Background: an optimization exercise with open tools, aiming at small area, a short achievable clock period and few clock cycles. Do not read the settings as production practice.
In this exercise RTL edits were held to simulation tests only and were not proved equivalent to the original.
The flow treats the clock pin as an ideal source, which a real chip does not have.
Power and IR drop assume default switching activity.

==> flow/design.v <==
module hidden_layer (
    input              clk,
    input              clr,
    input              add,
    input      [159:0] w,          
    input      [3:0]   sel,
    output     [15:0]  h_out
);
    reg [159:0] nacc;              
    reg [49:0]  ncy;               
    integer j, n;
    reg [15:0] na, nb, ns;         
    reg [4:0]  nci, nco;           
    reg        nt;                 
    always @(posedge clk) begin
        for (j = 0; j < 10; j = j + 1) begin
            na = nacc[16*j +: 16] | {16{clr}};
            nb = ~(w[16*j +: 16] & {16{add}});
            nci = ncy[5*j +: 5] | {5{clr}};
            nt = 1'b1;
            for (n = 0; n < 16; n = n + 1) begin
                if (n % 3 == 0 && n > 0) begin
                    nco[n/3 - 1] = nt;
                    nt = nci[n/3 - 1];
                end
                ns[n] = na[n] ^ nb[n] ^ nt;
                nt = (na[n] & nb[n]) | (na[n] & nt) | (nb[n] & nt);
            end
            nacc[16*j +: 16] <= ns;
            ncy[5*j +: 5] <= nco;
        end
    end
    integer m;
    reg [15:0] hs;
    reg [4:0]  cs;
    always @(*) begin
        hs = 16'd0;
        cs = 5'd0;
        for (m = 0; m < 10; m = m + 1)
            if (sel == m) begin
                hs = hs | ~nacc[16*m +: 16];
                cs = cs | ~ncy[5*m +: 5];
            end
    end
    assign h_out = hs + {cs[4], 2'd0, cs[3], 2'd0, cs[2], 2'd0, cs[1], 2'd0, cs[0], 3'd0};
endmodule
module output_layer (
    input              clk,
    input              reset,
    input              c_in,         
    input              last_in,      
    input      [3:0]   k_in,         
    input      [159:0] w,
    input      [15:0]  hidden_in,    
    output reg [15:0]  node_val,     
    output reg [3:0]   node_k,
    output reg         node_en
);
    reg        c2, last2;
    reg [3:0]  k2;
    reg [15:0] fld;
    reg [7:0]  d_one, d_two, d_neg;    
    integer k;
    reg [15:0] sel;
    always @(*) begin
        sel = 16'd0;
        for (k = 0; k < 10; k = k + 1)
            if (k_in == k) sel = sel | w[16*k +: 16];
    end
    integer e;
    reg [15:0] mplr;
    reg        b2, b1, b0;
    reg [7:0]  e_one, e_two, e_neg;
    always @(*) begin
        mplr = c_in ? 16'd1 : hidden_in;
        for (e = 0; e < 8; e = e + 1) begin
            b2 = mplr[2*e+1];
            b1 = mplr[2*e];
            b0 = (e == 0) ? 1'b0 : mplr[2*e-1];
            e_one[e] = b1 ^ b0;
            e_two[e] = (b2 & ~b1 & ~b0) | (~b2 & b1 & b0);
            e_neg[e] = b2 & ~(b1 & b0);
        end
    end
    integer d;
    reg [15:0] prod_pp, prod_neg, mag;
    always @(*) begin
        prod_pp = 16'd0;
        prod_neg = 16'd0;
        for (d = 0; d < 8; d = d + 1) begin
            mag = ({16{d_one[d]}} & fld) | ({16{d_two[d]}} & {fld[14:0], 1'b0});
            prod_pp = prod_pp + ((mag ^ {16{d_neg[d]}}) << (2*d));
            prod_neg[2*d] = d_neg[d];
        end
    end
    always @(posedge clk or posedge reset) begin
        if (reset) begin
            c2 <= 1'b0;
            last2 <= 1'b0;
            node_en <= 1'b0;
        end else begin
            c2 <= c_in;
            last2 <= last_in;
            node_en <= last2;
        end
    end
    always @(posedge clk) begin
        fld <= sel;
        d_one <= e_one;
        d_two <= e_two;
        d_neg <= e_neg;
        k2 <= k_in;
        node_val <= (c2 ? 16'd0 : node_val) + prod_pp + prod_neg;
        node_k <= k2;
    end
endmodule
module hardmax (
    input              clk,
    input              reset,
    input              en,           
    input      [15:0]  val,
    input      [3:0]   k,
    output reg [3:0]   max_index,    
    output reg         max_done      
);
    reg [15:0] max_value;
    always @(posedge clk) begin
        if (en && (k == 4'd0 || val > max_value)) begin
            max_value <= val;
            max_index <= k;
        end
    end
    always @(posedge clk or posedge reset) begin
        if (reset)
            max_done <= 1'b0;
        else
            max_done <= en && (k == 4'd9);
    end
endmodule
module fnn_imgclsfctn (
    input          clk,
    input          reset,
    input  [27:0]  input_image,
    output         nxt_inp,
    output [3:0]   outp,
    output         outp_valid,
    output [9:0]   w_addr,
    input  [159:0] w_data
);
    localparam S_INIT = 2'd3;   
    localparam S_B   = 2'd0;    
    localparam S_PIX = 2'd1;    
    localparam S_OUT = 2'd2;    
    reg [1:0]  state;
    reg [3:0]  kcnt;            
    reg [3:0]  icnt;            
    reg [27:0] cur;
    reg [9:0]  base;            
    reg [4:0]  rows;            
    reg        take;
    reg [9:0]  addr_r;
    reg        t0_bias, t0_pix, t0_c, t0_last;
    reg [3:0]  k0, i0;
    assign nxt_inp = take;
    assign w_addr  = addr_r;
    reg [4:0] col;
    integer b;
    always @(*) begin
        col = 5'd0;
        for (b = 27; b >= 0; b = b - 1)
            if (cur[b]) col = b[4:0];
    end
    wire        have = (cur != 28'd0);
    wire        pop  = (state == S_PIX) && have;
    wire [27:0] rem  = pop ? (cur & (cur - 28'd1)) : cur;
    wire        pix_done = (state == S_PIX) && (rem == 28'd0) && (rows == 5'd28);
    reg [1:0]  state_n;
    reg [4:0]  rows_n;
    reg [27:0] cur_n;
    always @(*) begin
        state_n = state;
        case (state)
            S_INIT:  state_n = S_B;
            S_B:     state_n = S_PIX;
            S_PIX:   if (pix_done) state_n = S_OUT;
            S_OUT:   if (icnt == 4'd10 && kcnt == 4'd9) state_n = S_B;
        endcase
        rows_n = pix_done ? 5'd0 : take ? rows + 5'd1 : rows;
        cur_n = take ? input_image : rem;
    end
    wire rem_le1 = ((rem & (rem - 28'd1)) == 28'd0);
    wire take_n = !take && (rows_n != 5'd28) &&
                  ((state == S_INIT) || (rem == 28'd0) || (rem_le1 && state_n == S_PIX));
    always @(posedge clk or posedge reset) begin
        if (reset) begin
            state <= S_INIT;
            kcnt <= 4'd0;
            icnt <= 4'd0;
            rows <= 5'd0;
            take <= 1'b0;
            t0_bias <= 1'b0;
            t0_pix <= 1'b0;
            t0_c <= 1'b0;
            t0_last <= 1'b0;
        end else begin
            state <= state_n;
            rows <= rows_n;
            take <= take_n;
            t0_bias <= (state == S_B);
            t0_pix <= pop;
            t0_c <= (state == S_OUT) && (icnt == 4'd0);
            t0_last <= (state == S_OUT) && (icnt == 4'd10);
            if (state == S_OUT) begin
                if (icnt == 4'd10) begin
                    icnt <= 4'd0;
                    kcnt <= (kcnt == 4'd9) ? 4'd0 : kcnt + 4'd1;
                end else
                    icnt <= icnt + 4'd1;
            end
        end
    end
    always @(posedge clk) begin
        cur <= cur_n;
        if (take)
            base <= (rows == 5'd0) ? 10'd0 : base + 10'd28;
        case (state)
            S_PIX:   addr_r <= base + {5'd0, col};
            S_OUT:   addr_r <= (icnt == 4'd0) ? 10'd795 : 10'd784 + {6'd0, icnt};
            default: addr_r <= 10'd784;
        endcase
        k0 <= kcnt;
        i0 <= icnt - 4'd1;
    end
    reg       t1_bias, t1_pix, t1_c, t1_last;
    reg [3:0] k1, i1;
    always @(posedge clk or posedge reset) begin
        if (reset) begin
            t1_bias <= 1'b0;
            t1_pix <= 1'b0;
            t1_c <= 1'b0;
            t1_last <= 1'b0;
        end else begin
            t1_bias <= t0_bias;
            t1_pix <= t0_pix;
            t1_c <= t0_c;
            t1_last <= t0_last;
        end
    end
    always @(posedge clk) begin
        k1 <= k0;
        i1 <= i0;
    end
    wire [15:0]  h_val;
    wire [15:0]  node_val;
    wire [3:0]   node_k;
    wire         node_en;
    hidden_layer u_hidden (
        .clk(clk),
        .clr(t1_bias),
        .add(t1_bias | t1_pix),
        .w(w_data),
        .sel(i1),
        .h_out(h_val)
    );
    output_layer u_output (
        .clk(clk),
        .reset(reset),
        .c_in(t1_c),
        .last_in(t1_last),
        .k_in(k1),
        .w(w_data),
        .hidden_in(h_val),
        .node_val(node_val),
        .node_k(node_k),
        .node_en(node_en)
    );
    hardmax u_hardmax (
        .clk(clk),
        .reset(reset),
        .en(node_en),
        .val(node_val),
        .k(node_k),
        .max_index(outp),
        .max_done(outp_valid)
    );
endmodule
clock: 24.0 ns
lec_check: 0
cap_margin: 20
core_margin: 2
core_utilization: 60
cts_cluster_diameter: 100
cts_cluster_size: 20
slew_margin: 20
standard.sh (not shown) runs the stock make flow with config.mk's settings and CLKGATE_MAP_FILE= SYNTH_SCRIPT=/design/flow/synth_recipe.tcl, a recipe that flattens the netlist after the stock synthesis.
==> flow/flow/run.sh <==
#!/bin/bash
# The standard layout, with two changes:
#  - each port is buffered by a buf_1 instead of the resizer's default
#    choice (clkdlybuf4s50_1, larger and slower);
#  - after clock tree synthesis, the resizer swaps the inputs of gates with
#    interchangeable inputs (pin swapping only: no cell is added, removed or
#    resized) so that the latest signals use the fastest pins, on the paths
#    longer than 5.85 ns; then the standard flow goes on from there.
set -eo pipefail
PORTS="BUFFER_PORTS_ARGS=-buffer_cell sky130_fd_sc_hd__buf_1"
bash standard.sh "$PORTS" cts > standard_to_cts.log 2>&1
RES=$PWD/orfs/results/$FLOW_PLATFORM/fnn_imgclsfctn/base
RES=$RES openroad -exit flow/swap_pins.tcl > swap_pins.log 2>&1
bash standard.sh "$PORTS" finish > standard_to_finish.log 2>&1
==> flow/flow/swap_pins.tcl <==
# Pin swapping on the layout after clock tree synthesis (4_cts.odb), in place.
set P $::env(FLOW_HOME)/platforms/$::env(FLOW_PLATFORM)
read_liberty $P/lib/sky130_fd_sc_hd__tt_025C_1v80.lib
read_db $::env(RES)/4_cts.odb
read_sdc $::env(RES)/4_cts.sdc
source $P/setRC.tcl
set_propagated_clock [all_clocks]
estimate_parasitics -placement
puts "worst setup slack before: [worst_slack -max]"
repair_timing -setup -setup_margin [expr {$::env(FLOW_PERIOD_NS) - 5.85}] -sequence swap -verbose
estimate_parasitics -placement
puts "worst setup slack after: [worst_slack -max]"
write_db $::env(RES)/4_cts.odb
The baseline finished with timing, DRC and antenna clean.
Testbench counts at the start, summed over its fixed seeds: cycles 13,736.
Edit:
==> flow/flow/run.sh (replaced) <==
#!/bin/bash
# The standard layout, with each port buffered by a buf_2 instead of the
# resizer's default choice (clkdlybuf4s50_1, larger and slower).
set -o pipefail
bash standard.sh "BUFFER_PORTS_ARGS=-buffer_cell sky130_fd_sc_hd__buf_2" finish > standard.log 2>&1
--- a/flow/config.mk
+++ b/flow/config.mk
@@ -10,4 +10,5 @@
 export CORE_UTILIZATION = 60
-export CTS_CLUSTER_DIAMETER = 100
-export CTS_CLUSTER_SIZE = 20
+export CTS_BUF_LIST = sky130_fd_sc_hd__clkbuf_8
+export CTS_CLUSTER_DIAMETER = 60
+export CTS_CLUSTER_SIZE = 12
 export SLEW_MARGIN = 20
removed: flow/flow/swap_pins.tcl
Result:
- setup slack got worse by 0.034 ns
- combinational power rises by about 0.8%
- final cell count went up by 1.0%
- critical path depth does not change
- utilization increases by 0.89 points
- total power went up by 0.67%
Edit:
--- a/flow/config.mk
+++ b/flow/config.mk
@@ -9,6 +9,5 @@
 export CORE_MARGIN = 2
-export CORE_UTILIZATION = 60
-export CTS_BUF_LIST = sky130_fd_sc_hd__clkbuf_8
-export CTS_CLUSTER_DIAMETER = 60
-export CTS_CLUSTER_SIZE = 12
+export CORE_UTILIZATION = 70
+export CTS_CLUSTER_DIAMETER = 100
+export CTS_CLUSTER_SIZE = 20
 export SLEW_MARGIN = 20
=> Utilization rose by 10 points. Hold slack is about the same. Design area fell by 0.78%. Setup slack gets worse by 0.067 ns.

[afterwards: timing with drivers on the ports]
The flow's constraints put no driver on any port. The routed layouts listed below were extracted and timed again, unchanged, in two steps. Step 1: set_driving_cell puts a clkbuf_16 on clk and a buf_2 on each other input, an assumption about the parent block. Step 2 also shifts input and output timing later by t, the mid clock arrival at the registers, as if the neighbouring blocks saw the same clock. Slacks: ideal / step 1 / step 2; pairs: ideal / step 1.
run	t, ns	slack for setup (ns)	hold WS [ns]
the first run	0.607	18.083 / 18.030 / 17.523	0.332 / 0.332 / 0.332
the second run	0.645	18.049 / 18.002 / 17.428	0.329 / 0.329 / 0.329
the third run	0.587	17.982 / 18.008 / 17.421	0.330 / 0.330 / 0.330
After both steps every run listed still meets setup and hold. For the second run, which loses most, drivers alone change the setup slack by -0.047 ns; drivers and shift together by -0.621 ns.
